This design comes from an exercise in tuning for small area, a short achievable clock period and few clock cycles on the open sky130 flow, not from production work.
Function was checked by simulation only, so behaviour that the tests miss may differ from the original.

==> inputs of 02-22 <==
// fft_top
module fft_top (
    input         clk,
    input         rst_n,
    input         start,
    input         data_valid,
    input  [15:0] data_in_real,
    input  [15:0] data_in_imag,
    input  [5:0]  addr_in,
    input         rd_en,
    input  [5:0]  addr_out,
    output        busy,
    output        done,
    output [15:0] data_out_real,
    output [15:0] data_out_imag
);
make LEC_CHECK=0 CAP_MARGIN=20 CORE_MARGIN=2 CORE_UTILIZATION=40 PLACE_DENSITY=0.6 SLEW_MARGIN=20 finish   # period 11.0 ns
run.sh (not shown) runs the stock make flow with config.mk's settings and CLKGATE_MAP_FILE= SYNTH_SCRIPT=/design/flow/synth_recipe.tcl, a recipe that flattens the netlist after the stock synthesis.
==> 10-20: changes against 02-22 <==
--- a/flow/design.v
+++ b/flow/design.v
@@ -1626,18 +1626,36 @@
     always @(posedge clk) begin
         pr_s_q <= pr_s; pr_c_q <= pr_c;
         pi_s_q <= pi_s; pi_c_q <= pi_c;
         ar_q <= ar; ai_q <= ai;
     end
-    wire [31:0] pr = pr_s_q + pr_c_q;
-    wire [31:0] pi = pi_s_q + pi_c_q;
-    wire [15:0] vr = (pr[31] != pr[30]) ? {pr[31], {15{~pr[31]}}} : pr[30:15];
-    wire [15:0] vi = (pi[31] != pi[30]) ? {pi[31], {15{~pi[31]}}} : pi[30:15];
-    assign oar = ar_q + vr;
-    assign oai = ai_q + vi;
-    assign obr = ar_q - vr;
-    assign obi = ai_q - vi;
+    fft_bf_half hr (.a(ar_q), .s(pr_s_q), .c(pr_c_q), .oa(oar), .ob(obr));
+    fft_bf_half hi (.a(ai_q), .s(pi_s_q), .c(pi_c_q), .oa(oai), .ob(obi));
+endmodule
+module fft_bf_half (
+    input  [15:0] a,
+    input  [31:0] s, c,
+    output [15:0] oa, ob
+);
+    wire [31:0] p   = s + c;
+    wire        ovf = p[31] ^ p[30];
+    wire [31:0] xa  = {1'b0, a, 15'b0};
+    wire [31:0] sa  = s ^ c ^ xa;
+    wire [31:0] ca  = {((s[30:0] & c[30:0]) | (s[30:0] & xa[30:0]) | (c[30:0] & xa[30:0])), 1'b0};
+    wire [31:0] qa  = sa + ca;
+    wire [31:0] xb  = {1'b0, a, 15'h7fff};
+    wire [31:0] ns  = ~s;
+    wire [31:0] nc  = ~c;
+    wire [31:0] sb  = ns ^ nc ^ xb;
+    wire [31:0] cb  = {((ns[30:0] & nc[30:0]) | (ns[30:0] & xb[30:0]) | (nc[30:0] & xb[30:0])), 1'b1};
+    wire [31:0] qb  = sb + cb + 32'd1;
+    wire [15:0] a_m1 = a - 16'd1;
+    wire [15:0] a_p1 = a + 16'd1;
+    wire [15:0] sat_a = p[31] ? a : a_m1;
+    wire [15:0] sat_b = p[31] ? a : a_p1;
+    assign oa = ovf ? {~sat_a[15], sat_a[14:0]} : qa[30:15];
+    assign ob = ovf ? {~sat_b[15], sat_b[14:0]} : qb[30:15];
 endmodule
 module fft_memory (
     input          clk,
     input  [3:0]   we,      
     input  [15:0]  wa,      
@@ -1678,12 +1696,12 @@
     output reg [15:0]  data_out_imag
 );
     localparam IDLE = 2'd0, LOAD = 2'd1, COMP = 2'd2, DONE = 2'd3;
     reg  [1:0]  state;
     reg  [6:0]  cnt;              
-    reg  [6:0]  cnt1, cnt2;       
-    reg         v1, v2;           
+    reg  [6:0]  cnt1, cnt2, cnt3;  
+    reg         v1, v2, v3;       
     reg         in_v;
     reg  [5:0]  in_a;             
     reg  [31:0] in_d;
     reg  [5:0]  ha;               
     reg  [31:0] rd_q [0:3];       
@@ -1736,19 +1754,23 @@
             busy  <= 1'b0;
             done  <= 1'b0;
             cnt   <= 7'd0;
             cnt1  <= 7'd0;
             cnt2  <= 7'd0;
+            cnt3  <= 7'd0;
             v1    <= 1'b0;
             v2    <= 1'b0;
+            v3    <= 1'b0;
             in_v  <= 1'b0;
         end else begin
             in_v <= (state == LOAD) && data_valid;
             v1   <= (state == COMP) && !(cnt[6] && cnt[5]);
             v2   <= v1;
+            v3   <= v2;
             cnt1 <= cnt;
             cnt2 <= cnt1;
+            cnt3 <= cnt2;
             case (state)
                 IDLE, DONE: begin
                     if (start) begin
                         state <= LOAD;
                         busy  <= 1'b1;
@@ -1760,11 +1782,11 @@
                     if (!data_valid)
                         state <= COMP;
                 end
                 default: begin  
                     cnt <= cnt + 7'd1;
-                    if (cnt == 7'd96) begin
+                    if (cnt == 7'd97) begin
                         state <= DONE;
                         busy  <= 1'b0;
                         done  <= 1'b1;
                     end
                 end
@@ -1804,41 +1826,48 @@
     wire [23:0] d_wr0, d_wi0, d_nwi0, d_wr1, d_wi1, d_nwi1;
     wire [15:0] o_ar [0:1];
     wire [15:0] o_ai [0:1];
     wire [15:0] o_br [0:1];
     wire [15:0] o_bi [0:1];
-    fft_twiddle_rom rom0 (.addr(tw_index(cnt1, 1'b0)), .d_wr(d_wr0), .d_wi(d_wi0), .d_nwi(d_nwi0));
-    fft_twiddle_rom rom1 (.addr(tw_index(cnt1, 1'b1)), .d_wr(d_wr1), .d_wi(d_wi1), .d_nwi(d_nwi1));
+    fft_twiddle_rom rom0 (.addr(tw_index(cnt, 1'b0)), .d_wr(d_wr0), .d_wi(d_wi0), .d_nwi(d_nwi0));
+    fft_twiddle_rom rom1 (.addr(tw_index(cnt, 1'b1)), .d_wr(d_wr1), .d_wi(d_wi1), .d_nwi(d_nwi1));
+    reg [23:0] q_wr0, q_wi0, q_nwi0, q_wr1, q_wi1, q_nwi1;
+    always @(posedge clk) begin
+        q_wr0 <= d_wr0; q_wi0 <= d_wi0; q_nwi0 <= d_nwi0;
+        q_wr1 <= d_wr1; q_wi1 <= d_wi1; q_nwi1 <= d_nwi1;
+    end
     fft_butterfly bf0 (
         .clk(clk),
         .ar(rd_q[0][31:16]), .ai(rd_q[0][15:0]), .br(rd_q[1][31:16]), .bi(rd_q[1][15:0]),
-        .d_wr(d_wr0), .d_wi(d_wi0), .d_nwi(d_nwi0),
+        .d_wr(q_wr0), .d_wi(q_wi0), .d_nwi(q_nwi0),
         .oar(o_ar[0]), .oai(o_ai[0]), .obr(o_br[0]), .obi(o_bi[0])
     );
     fft_butterfly bf1 (
         .clk(clk),
         .ar(rd_q[2][31:16]), .ai(rd_q[2][15:0]), .br(rd_q[3][31:16]), .bi(rd_q[3][15:0]),
-        .d_wr(d_wr1), .d_wi(d_wi1), .d_nwi(d_nwi1),
+        .d_wr(q_wr1), .d_wi(q_wi1), .d_nwi(q_nwi1),
         .oar(o_ar[1]), .oai(o_ai[1]), .obr(o_br[1]), .obi(o_bi[1])
     );
     reg [31:0] res   [0:3];
     reg [5:0]  wa_slot [0:3];
+    always @(posedge clk) begin
+        res[0] <= {o_ar[0], o_ai[0]};
+        res[1] <= {o_br[0], o_bi[0]};
+        res[2] <= {o_ar[1], o_ai[1]};
+        res[3] <= {o_br[1], o_bi[1]};
+    end
     always @(*) begin
-        res[0] = {o_ar[0], o_ai[0]};
-        res[1] = {o_br[0], o_bi[0]};
-        res[2] = {o_ar[1], o_ai[1]};
-        res[3] = {o_br[1], o_bi[1]};
         for (k = 0; k < 4; k = k + 1)
-            wa_slot[k] = slot_addr(cnt2, k[1:0]);
+            wa_slot[k] = slot_addr(cnt3, k[1:0]);
         if (in_v) begin
             for (b = 0; b < 4; b = b + 1) begin
                 mem_we[b] = (bank_of(in_a) == b);
                 mem_wa[4*b +: 4] = in_a[3:0];
                 mem_wd[32*b +: 32] = in_d;
             end
         end else begin
-            mem_we = {4{v2}};
+            mem_we = {4{v3}};
             mem_wa = 16'd0;
             mem_wd = 128'd0;
             for (k = 0; k < 4; k = k + 1)
                 for (b = 0; b < 4; b = b + 1)
                     if (bank_of(wa_slot[k]) == b) begin
==> flow/config.mk (replaced) <==
export PLATFORM = sky130hd
export DESIGN_NAME = fft_top
export DESIGN_NICKNAME = fft_top
export VERILOG_FILES = /design/flow/design.v
export SDC_FILE = /design/flow/constraint.sdc
export NUM_CORES = 4
export LEC_CHECK = 0
export ABC_CLOCK_PERIOD_IN_PS = 4000
export CAP_MARGIN = 20
export CORE_MARGIN = 2
export CORE_UTILIZATION = 40
export PLACE_DENSITY = 0.6
export SETUP_SLACK_MARGIN = 5
export SLEW_MARGIN = 20
==> run summary <==
- Against 02-22, the design area of 10-20 is higher by about 4%.
- Of 10-20 and 02-22, 10-20 has the higher first-iteration DRC count (gap 7.9%, measured against 02-22).
- Clock-buffer cell count: 02-22 is lower than 10-20 (16).
- In synthesized cell count, 10-20 and 02-22 hardly differ.
- In 02-22 the register-to-register slack is worse than in 10-20, by 3.8 ns.
- Of 02-22 and 10-20, 02-22 has the higher critical path depth (gap 16).
- Between 02-22 and 10-20, the lower sequential cell count is in 02-22 (gap 246).
Testbench counts of 02-22, summed over its fixed seeds: cycles 7,304.
Testbench counts of 10-20, summed over its fixed seeds: cycles 7,336.


==> inputs of build 30 <==
Another version of the RTL of fft_top (not shown whole).
Settings: LEC_CHECK=0, ABC_CLOCK_PERIOD_IN_PS=4000, CAP_MARGIN=20, CORE_MARGIN=2, CORE_UTILIZATION=55, PLACE_DENSITY=0.7, SETUP_SLACK_MARGIN=5, SLEW_MARGIN=20, SYNTH_HIERARCHICAL=1, SYNTH_MINIMUM_KEEP_SIZE=0; clock period 11.0 ns.
standard.sh (not shown) runs the stock make flow with config.mk's settings and CLKGATE_MAP_FILE= SYNTH_SCRIPT=/design/flow/synth_recipe.tcl, a recipe that flattens the netlist after the stock synthesis.
==> flow/flow/run.sh <==
#!/bin/bash
# Layout flow: the standard flow (standard.sh: the same synthesis and
# steps) run with a larger setup margin for the resizer's timing repair, so
# that repair keeps improving paths that already meet the clock period.
# The clock period and constraints are the standard flow's, unchanged.
# Each tool's output goes to a log file in this folder.
set -o pipefail
sed 's/SETUP_SLACK_MARGIN=[0-9.]*/SETUP_SLACK_MARGIN=7.1/' standard.sh > standard_margin.sh
cp standard_margin.sh standard_margin_sh.log
bash standard_margin.sh > standard.log 2>&1
==> build 54 (differences from build 30) <==
--- a/flow/design.v
+++ b/flow/design.v
@@ -2117,27 +2117,28 @@
     input      [5:0]   addr_out,
     input      [127:0] mem_rd,
     output reg         busy,
     output reg         done,
     output reg [3:0]   mem_we,
     output reg [15:0]  mem_wa,
     output reg [127:0] mem_wd,
     output reg [63:0]  mem_ra,        
-    output reg [15:0]  data_out_real,
-    output reg [15:0]  data_out_imag
+    output     [15:0]  data_out_real,
+    output     [15:0]  data_out_imag
 );
     localparam IDLE = 2'd0, LOAD = 2'd1, COMP = 2'd2, DONE = 2'd3;
     reg  [1:0]  state;
     reg  [6:0]  cnt;              
     reg  [6:0]  cnt1, cnt2;       
     reg         v1, v2, v3;       
     reg         in_v;
     reg  [5:0]  in_a;             
     reg  [31:0] in_d;
+    reg  [5:0]  ha;               
     reg  [31:0] rd_q [0:3];       
     function [5:0] bitrev6;
         input [5:0] x;
         bitrev6 = {x[0], x[1], x[2], x[3], x[4], x[5]};
     endfunction
     function [1:0] bank_of;
         input [5:0] x;
         bank_of = {x[5], ^x};
@@ -2190,26 +2191,27 @@
                 end
                 LOAD: begin
                     cnt <= 7'd0;
                     if (!data_valid)
                         state <= COMP;
                 end
                 default: begin  
                     cnt <= cnt + 7'd1;
-                    if (cnt == 7'd97) begin
+                    if (cnt == 7'd96) begin
                         state <= DONE;
                         busy  <= 1'b0;
                         done  <= 1'b1;
                     end
                 end
             endcase
         end
     end
     always @(posedge clk) begin
+        ha   <= addr_out;
         in_a <= bitrev6(addr_in);
         in_d <= {data_in_real, data_in_imag};
     end
     reg [63:0] ra_q;              
     reg [3:0]  rsel_q [0:3];      
     reg [6:0]  nc;
     reg [5:0]  na [0:3];
     reg [1:0]  nb [0:3];
@@ -2222,33 +2224,33 @@
             nb[k] = bank_of(na[k]);
         end
         nra = 16'd0;
         for (k = 0; k < 4; k = k + 1)
             for (b = 0; b < 4; b = b + 1)
                 if (nb[k] == b)
                     nra[4*b +: 4] = na[k][3:0];
         if (state == DONE) begin
-            nb[0] = bank_of(addr_out);
-            nra   = {4{addr_out[3:0]}};
+            nb[0] = bank_of(ha);
+            nra   = {4{ha[3:0]}};
         end
     end
     always @(posedge clk) begin
         for (b = 0; b < 4; b = b + 1)
             ra_q[16*b +: 16] <= 16'd1 << nra[4*b +: 4];
         for (k = 0; k < 4; k = k + 1)
             rsel_q[k] <= 4'd1 << nb[k];
     end
     always @(*) mem_ra = ra_q;
+    assign data_out_real = rd_q[0][31:16];
+    assign data_out_imag = rd_q[0][15:0];
     always @(posedge clk) begin
         for (k = 0; k < 4; k = k + 1)
             rd_q[k] <= ({32{rsel_q[k][0]}} & mem_rd[31:0])  | ({32{rsel_q[k][1]}} & mem_rd[63:32]) |
                        ({32{rsel_q[k][2]}} & mem_rd[95:64]) | ({32{rsel_q[k][3]}} & mem_rd[127:96]);
-        data_out_real <= rd_q[0][31:16];
-        data_out_imag <= rd_q[0][15:0];
     end
     wire [23:0] d_wr0, d_wi0, d_wr1, d_wi1;
     wire [15:0] o_ar [0:1];
     wire [15:0] o_ai [0:1];
     wire [15:0] o_br [0:1];
     wire [15:0] o_bi [0:1];
     fft_twiddle_rom rom (.sc(cnt), .d_wr0(d_wr0), .d_wi0(d_wi0), .d_wr1(d_wr1), .d_wi1(d_wi1));
     reg [23:0] q_wr0, q_wi0, q_wr1, q_wi1;
- CORE_UTILIZATION: 55 -> 50
- CTS_CLUSTER_DIAMETER: not set -> 120
- CTS_CLUSTER_SIZE: not set -> 20
- PLACE_DENSITY: 0.7 -> 0.65
==> trial 47 (differences from build 30) <==
--- a/flow/design.v
+++ b/flow/design.v
@@ -2078,35 +2078,28 @@
     assign s  = a ^ b;
     assign co = a & b;
 endmodule
 module fft_memory (
     input          clk,
     input  [3:0]   we,      
     input  [15:0]  wa,      
     input  [127:0] wd,      
-    input  [63:0]  ra,      
+    input  [15:0]  ra,      
     output [127:0] rd       
 );
     genvar b;
     generate
         for (b = 0; b < 4; b = b + 1) begin : bank
             reg [31:0] mem [0:15];
             always @(posedge clk) begin
                 if (we[b])
                     mem[wa[4*b +: 4]] <= wd[32*b +: 32];
             end
-            reg [31:0] r;
-            integer i;
-            always @(*) begin
-                r = 32'd0;
-                for (i = 0; i < 16; i = i + 1)
-                    r = r | (mem[i] & {32{ra[16*b + i]}});
-            end
-            assign rd[32*b +: 32] = r;
+            assign rd[32*b +: 32] = mem[ra[4*b +: 4]];
         end
     endgenerate
 endmodule
 module fft_controller (
     input              clk,
     input              rst_n,
     input              start,
     input              data_valid,
@@ -2116,17 +2109,17 @@
     input              rd_en,
     input      [5:0]   addr_out,
     input      [127:0] mem_rd,
     output reg         busy,
     output reg         done,
     output reg [3:0]   mem_we,
     output reg [15:0]  mem_wa,
     output reg [127:0] mem_wd,
-    output reg [63:0]  mem_ra,        
+    output reg [15:0]  mem_ra,
     output reg [15:0]  data_out_real,
     output reg [15:0]  data_out_imag
 );
     localparam IDLE = 2'd0, LOAD = 2'd1, COMP = 2'd2, DONE = 2'd3;
     reg  [1:0]  state;
     reg  [6:0]  cnt;              
     reg  [6:0]  cnt1, cnt2;       
     reg         v1, v2, v3;       
@@ -2203,18 +2196,18 @@
                 end
             endcase
         end
     end
     always @(posedge clk) begin
         in_a <= bitrev6(addr_in);
         in_d <= {data_in_real, data_in_imag};
     end
-    reg [63:0] ra_q;              
-    reg [3:0]  rsel_q [0:3];      
+    reg [15:0] ra_q;              
+    reg [1:0]  rsel_q [0:3];      
     reg [6:0]  nc;
     reg [5:0]  na [0:3];
     reg [1:0]  nb [0:3];
     reg [15:0] nra;
     integer k, b;
     always @(*) begin
         nc = (state == COMP) ? cnt + 7'd1 : 7'd0;
         for (k = 0; k < 4; k = k + 1) begin
@@ -2227,26 +2220,24 @@
                 if (nb[k] == b)
                     nra[4*b +: 4] = na[k][3:0];
         if (state == DONE) begin
             nb[0] = bank_of(addr_out);
             nra   = {4{addr_out[3:0]}};
         end
     end
     always @(posedge clk) begin
-        for (b = 0; b < 4; b = b + 1)
-            ra_q[16*b +: 16] <= 16'd1 << nra[4*b +: 4];
+        ra_q <= nra;
         for (k = 0; k < 4; k = k + 1)
-            rsel_q[k] <= 4'd1 << nb[k];
+            rsel_q[k] <= nb[k];
     end
     always @(*) mem_ra = ra_q;
     always @(posedge clk) begin
         for (k = 0; k < 4; k = k + 1)
-            rd_q[k] <= ({32{rsel_q[k][0]}} & mem_rd[31:0])  | ({32{rsel_q[k][1]}} & mem_rd[63:32]) |
-                       ({32{rsel_q[k][2]}} & mem_rd[95:64]) | ({32{rsel_q[k][3]}} & mem_rd[127:96]);
+            rd_q[k] <= mem_rd[32*rsel_q[k] +: 32];
         data_out_real <= rd_q[0][31:16];
         data_out_imag <= rd_q[0][15:0];
     end
     wire [23:0] d_wr0, d_wi0, d_wr1, d_wi1;
     wire [15:0] o_ar [0:1];
     wire [15:0] o_ai [0:1];
     wire [15:0] o_br [0:1];
     wire [15:0] o_bi [0:1];
@@ -2265,17 +2256,17 @@
     fft_butterfly bf1 (
         .clk(clk),
         .ar(rd_q[2][31:16]), .ai(rd_q[2][15:0]), .br(rd_q[3][31:16]), .bi(rd_q[3][15:0]),
         .d_wr(q_wr1), .d_wi(q_wi1),
         .oar(o_ar[1]), .oai(o_ai[1]), .obr(o_br[1]), .obi(o_bi[1])
     );
     reg [31:0] res   [0:3];
     reg [15:0] wa_q;              
-    reg [3:0]  wsel_q [0:3];      
+    reg [1:0]  wsel_q [0:3];      
     reg [5:0]  wa_slot [0:3];
     reg [1:0]  nws [0:3];
     reg [15:0] nwa;
     always @(*) begin
         for (k = 0; k < 4; k = k + 1)
             wa_slot[k] = slot_addr(cnt2, k[1:0]);
         nwa = 16'd0;
         for (b = 0; b < 4; b = b + 1)
@@ -2289,29 +2280,28 @@
     end
     always @(posedge clk) begin
         res[0] <= {o_ar[0], o_ai[0]};
         res[1] <= {o_br[0], o_bi[0]};
         res[2] <= {o_ar[1], o_ai[1]};
         res[3] <= {o_br[1], o_bi[1]};
         wa_q   <= nwa;
         for (b = 0; b < 4; b = b + 1)
-            wsel_q[b] <= v2 ? (4'd1 << nws[b]) : 4'd0;
+            wsel_q[b] <= nws[b];
     end
     always @(*) begin
         for (b = 0; b < 4; b = b + 1) begin
             if (in_v) begin
                 mem_we[b] = (bank_of(in_a) == b);
                 mem_wa[4*b +: 4] = in_a[3:0];
                 mem_wd[32*b +: 32] = in_d;
             end else begin
                 mem_we[b] = v3;
                 mem_wa[4*b +: 4] = wa_q[4*b +: 4];
-                mem_wd[32*b +: 32] = ({32{wsel_q[b][0]}} & res[0]) | ({32{wsel_q[b][1]}} & res[1]) |
-                                     ({32{wsel_q[b][2]}} & res[2]) | ({32{wsel_q[b][3]}} & res[3]);
+                mem_wd[32*b +: 32] = res[wsel_q[b]];
             end
         end
     end
 endmodule
 module fft_top (
     input         clk,
     input         rst_n,
     input         start,
@@ -2324,17 +2314,17 @@
     output        busy,
     output        done,
     output [15:0] data_out_real,
     output [15:0] data_out_imag
 );
     wire [3:0]   mem_we;
     wire [15:0]  mem_wa;
     wire [127:0] mem_wd;
-    wire [63:0]  mem_ra;
+    wire [15:0]  mem_ra;
     wire [127:0] mem_rd;
     fft_controller controller_inst (
         .clk(clk),
         .rst_n(rst_n),
         .start(start),
         .data_valid(data_valid),
         .data_in_real(data_in_real),
         .data_in_imag(data_in_imag),
==> flow/flow/run.sh (replaced) <==
#!/bin/bash
# Layout flow: the standard flow (standard.sh: the same synthesis and
# steps) run with a larger setup margin for the resizer's timing repair, so
# that repair keeps improving paths that already meet the clock period.
# The clock period and constraints are the standard flow's, unchanged.
# Each tool's output goes to a log file in this folder.
set -o pipefail
sed 's/SETUP_SLACK_MARGIN=[0-9.]*/SETUP_SLACK_MARGIN=6.8/' standard.sh > standard_margin.sh
cp standard_margin.sh standard_margin_sh.log
bash standard_margin.sh > standard.log 2>&1
- CORE_UTILIZATION: 55 -> 40
- PLACE_DENSITY: 0.7 -> 0.6
==> build 72 (differences from build 30) <==
--- a/flow/design.v
+++ b/flow/design.v
@@ -2034,40 +2034,33 @@
     fft_bf_half hr (.a(ar_q), .s(pr_s2), .c(pr_c2), .oa(oar), .ob(obr));
     fft_bf_half hi (.a(ai_q), .s(pi_s2), .c(pi_c2), .oa(oai), .ob(obi));
 endmodule
 module fft_bf_half (
     input  [15:0] a,
     input  [31:0] s, c,
     output [15:0] oa, ob
 );
+    wire [15:0] lo  = {1'b0, s[14:0]} + {1'b0, c[14:0]};
+    wire        cl  = lo[15];
     wire [31:0] p   = s + c;
-    wire        ovf = p[31] ^ p[30];
-    wire [31:0] xa  = {1'b0, a, 15'b0};
-    wire [31:0] sa, cah;
-    assign sa[14:0]  = s[14:0] ^ c[14:0];
-    assign cah[14:0] = s[14:0] & c[14:0];
-    fft_fa csa_a [16:0] (.a(s[31:15]), .b(c[31:15]), .c(xa[31:15]), .s(sa[31:15]), .co(cah[31:15]));
-    wire [31:0] ca  = {cah[30:0], 1'b0};
-    wire [31:0] qa  = sa + ca;
-    wire [31:0] xb  = {1'b0, a, 15'h7fff};
-    wire [31:0] ns  = ~s;
-    wire [31:0] nc  = ~c;
-    wire [31:0] sb, cbh;
-    assign sb[14:0]  = ~(ns[14:0] ^ nc[14:0]);
-    assign cbh[14:0] = ns[14:0] | nc[14:0];
-    fft_fa csa_b [16:0] (.a(ns[31:15]), .b(nc[31:15]), .c(xb[31:15]), .s(sb[31:15]), .co(cbh[31:15]));
-    wire [31:0] cb  = {cbh[30:0], 1'b1};
-    wire [31:0] qb  = sb + cb + 32'd1;
+    wire [16:0] ph  = p[31:15];
+    wire        ovf = ph[16] ^ ph[15];
+    wire [15:0] sa, ca;
+    fft_fa csa_a [15:0] (.a(s[30:15]), .b(c[30:15]), .c(a), .s(sa), .co(ca));
+    wire [15:0] qa  = sa + {ca[14:0], 1'b0} + {15'd0, cl};
+    wire [15:0] sb, cb;
+    fft_fa csa_b [15:0] (.a(~s[30:15]), .b(~c[30:15]), .c(a), .s(sb), .co(cb));
+    wire [15:0] qb  = sb + {cb[14:0], 1'b1} + {15'd0, ~cl};
     wire [15:0] a_m1 = a - 16'd1;
     wire [15:0] a_p1 = a + 16'd1;
-    wire [15:0] sat_a = p[31] ? a : a_m1;
-    wire [15:0] sat_b = p[31] ? a : a_p1;
-    assign oa = ovf ? {~sat_a[15], sat_a[14:0]} : qa[30:15];
-    assign ob = ovf ? {~sat_b[15], sat_b[14:0]} : qb[30:15];
+    wire [15:0] sat_a = ph[16] ? a : a_m1;
+    wire [15:0] sat_b = ph[16] ? a : a_p1;
+    assign oa = ovf ? {~sat_a[15], sat_a[14:0]} : qa;
+    assign ob = ovf ? {~sat_b[15], sat_b[14:0]} : qb;
 endmodule
 module fft_fa (
     input  a, b, c,
     output s, co
 );
     assign s  = a ^ b ^ c;
     assign co = (a & b) | (a & c) | (b & c);
 endmodule
@@ -2117,27 +2110,28 @@
     input      [5:0]   addr_out,
     input      [127:0] mem_rd,
     output reg         busy,
     output reg         done,
     output reg [3:0]   mem_we,
     output reg [15:0]  mem_wa,
     output reg [127:0] mem_wd,
     output reg [63:0]  mem_ra,        
-    output reg [15:0]  data_out_real,
-    output reg [15:0]  data_out_imag
+    output     [15:0]  data_out_real,
+    output     [15:0]  data_out_imag
 );
     localparam IDLE = 2'd0, LOAD = 2'd1, COMP = 2'd2, DONE = 2'd3;
     reg  [1:0]  state;
     reg  [6:0]  cnt;              
     reg  [6:0]  cnt1, cnt2;       
     reg         v1, v2, v3;       
     reg         in_v;
     reg  [5:0]  in_a;             
     reg  [31:0] in_d;
+    reg  [5:0]  ha;               
     reg  [31:0] rd_q [0:3];       
     function [5:0] bitrev6;
         input [5:0] x;
         bitrev6 = {x[0], x[1], x[2], x[3], x[4], x[5]};
     endfunction
     function [1:0] bank_of;
         input [5:0] x;
         bank_of = {x[5], ^x};
@@ -2190,26 +2184,27 @@
                 end
                 LOAD: begin
                     cnt <= 7'd0;
                     if (!data_valid)
                         state <= COMP;
                 end
                 default: begin  
                     cnt <= cnt + 7'd1;
-                    if (cnt == 7'd97) begin
+                    if (cnt == 7'd96) begin
                         state <= DONE;
                         busy  <= 1'b0;
                         done  <= 1'b1;
                     end
                 end
             endcase
         end
     end
     always @(posedge clk) begin
+        ha   <= addr_out;
         in_a <= bitrev6(addr_in);
         in_d <= {data_in_real, data_in_imag};
     end
     reg [63:0] ra_q;              
     reg [3:0]  rsel_q [0:3];      
     reg [6:0]  nc;
     reg [5:0]  na [0:3];
     reg [1:0]  nb [0:3];
@@ -2222,33 +2217,33 @@
             nb[k] = bank_of(na[k]);
         end
         nra = 16'd0;
         for (k = 0; k < 4; k = k + 1)
             for (b = 0; b < 4; b = b + 1)
                 if (nb[k] == b)
                     nra[4*b +: 4] = na[k][3:0];
         if (state == DONE) begin
-            nb[0] = bank_of(addr_out);
-            nra   = {4{addr_out[3:0]}};
+            nb[0] = bank_of(ha);
+            nra   = {4{ha[3:0]}};
         end
     end
     always @(posedge clk) begin
         for (b = 0; b < 4; b = b + 1)
             ra_q[16*b +: 16] <= 16'd1 << nra[4*b +: 4];
         for (k = 0; k < 4; k = k + 1)
             rsel_q[k] <= 4'd1 << nb[k];
     end
     always @(*) mem_ra = ra_q;
+    assign data_out_real = rd_q[0][31:16];
+    assign data_out_imag = rd_q[0][15:0];
     always @(posedge clk) begin
         for (k = 0; k < 4; k = k + 1)
             rd_q[k] <= ({32{rsel_q[k][0]}} & mem_rd[31:0])  | ({32{rsel_q[k][1]}} & mem_rd[63:32]) |
                        ({32{rsel_q[k][2]}} & mem_rd[95:64]) | ({32{rsel_q[k][3]}} & mem_rd[127:96]);
-        data_out_real <= rd_q[0][31:16];
-        data_out_imag <= rd_q[0][15:0];
     end
     wire [23:0] d_wr0, d_wi0, d_wr1, d_wi1;
     wire [15:0] o_ar [0:1];
     wire [15:0] o_ai [0:1];
     wire [15:0] o_br [0:1];
     wire [15:0] o_bi [0:1];
     fft_twiddle_rom rom (.sc(cnt), .d_wr0(d_wr0), .d_wi0(d_wi0), .d_wr1(d_wr1), .d_wi1(d_wi1));
     reg [23:0] q_wr0, q_wi0, q_wr1, q_wi1;
- CORE_UTILIZATION: 55 -> 60
- CTS_CLUSTER_DIAMETER: not set -> 120
- CTS_CLUSTER_SIZE: not set -> 20
- PLACE_DENSITY: 0.7 -> 0.72
==> comparison table <==
                                                            trial 47           build 54         build 72           build 30
Worst slack at placement                                    5.881 ns           5.464 ns         5.761 ns           5.687 ns
Achievable Freq                                            239.9 MHz          253.1 MHz        234.9 MHz          250.6 MHz
Clock Pin Slew Worst Setup and Hold Paths                    0.07 ns            0.09 ns          0.10 ns            0.07 ns
Top cell class by occupied area                    multi-input gates  multi-input gates        registers  multi-input gates
FFs w/ async S/R, synth                                     0.009725           0.009606         0.009606           0.009524
Number of cells on the critical path                              15                 14               20                 13
Final antenna-violating net count                                  0                  0                1                  0
Post-detailed-routing wire length                           583.2 mm           612.2 mm         574.5 mm           594.1 mm
Outcome                                               finished clean     finished clean  failed layout checks     finished clean
Reasons for failing layout checks                                  -                  -    antenna rules                  -
Worst setup margin                                          6.832 ns           7.049 ns         6.742 ns           7.009 ns
Layout cells sized above 1                                    0.2291             0.1747           0.1781             0.1835
CP Data Required Time                                       11.79 ns           11.76 ns         11.77 ns           11.78 ns
Cell area after technology mapping                      0.1751 sq mm       0.1714 sq mm     0.1658 sq mm       0.1720 sq mm
Starting density of the core                                  0.4023             0.5032           0.6043             0.5523
Largest net degree at the start of global routing                 90                 94              100                 81
Drt first pass iters                                               9                 15               15                 13
Number of sequential cells                                      2982               3019             3019               3045
# nets final                                                   13920              14620            13510              14680
Fraction of area in registers                                 0.4166             0.4361           0.4572             0.4291
Maximum clock skew at final layout                        0.08805 ns         0.08395 ns       0.07334 ns         0.08942 ns
Met2 usage                                                    0.3918             0.5237           0.5873             0.5497
Testbench counts of build 30, summed over its fixed seeds: cycles 7,336.
Testbench counts of build 54, summed over its fixed seeds: cycles 7,304.
Testbench counts of trial 47, summed over its fixed seeds: cycles 7,336.
Testbench counts of build 72, summed over its fixed seeds: cycles 7,304.

-- what the ideal ports hide --
Ports are ideal in the flow. The routed layouts listed here were re-timed in OpenROAD. Step 1 sets driving cells, clkbuf_16 on the clock port and buf_2 on the other inputs (assumed; they add their load-dependent delay and slew). Step 2 times the ports against the registers' clock, not the clock port: input delays grow and output delays shrink by t, the midpoint of the rising clock arrivals with the driver on. Slacks: ideal / step 1 / step 2; pairs: ideal / step 1.
| run | shift t [ns] | setup slack, ns | clock arrival spread, ns | slew at the worst register clock pin (ns) | pins driven straight from the clock port |
|---|---|---|---|---|---|
| 02-22 | 1.027 | 1.314 / 1.314 / 1.314 | 0.118 / 0.118 | 0.07 / 0.07 | 1 |
| 10-20 | 1.067 | 5.147 / 5.147 / 5.147 | 0.093 / 0.093 | 0.07 / 0.07 | 1 |
| build 30 | 1.006 | 7.009 / 7.009 / 6.778 | 0.095 / 0.095 | 0.08 / 0.08 | 1 |
| build 54 | 1.022 | 7.049 / 7.012 / 7.049 | 0.087 / 0.087 | 0.10 / 0.10 | 1 |
| trial 47 | 1.052 | 6.832 / 6.764 / 6.244 | 0.101 / 0.101 | 0.07 / 0.07 | 1 |
| build 72 | 1.016 | 6.742 / 6.742 / 6.742 | 0.077 / 0.077 | 0.10 / 0.10 | 1 |
For trial 47, which loses most, drivers alone change the setup slack by -0.068 ns; drivers and shift together by -0.588 ns.
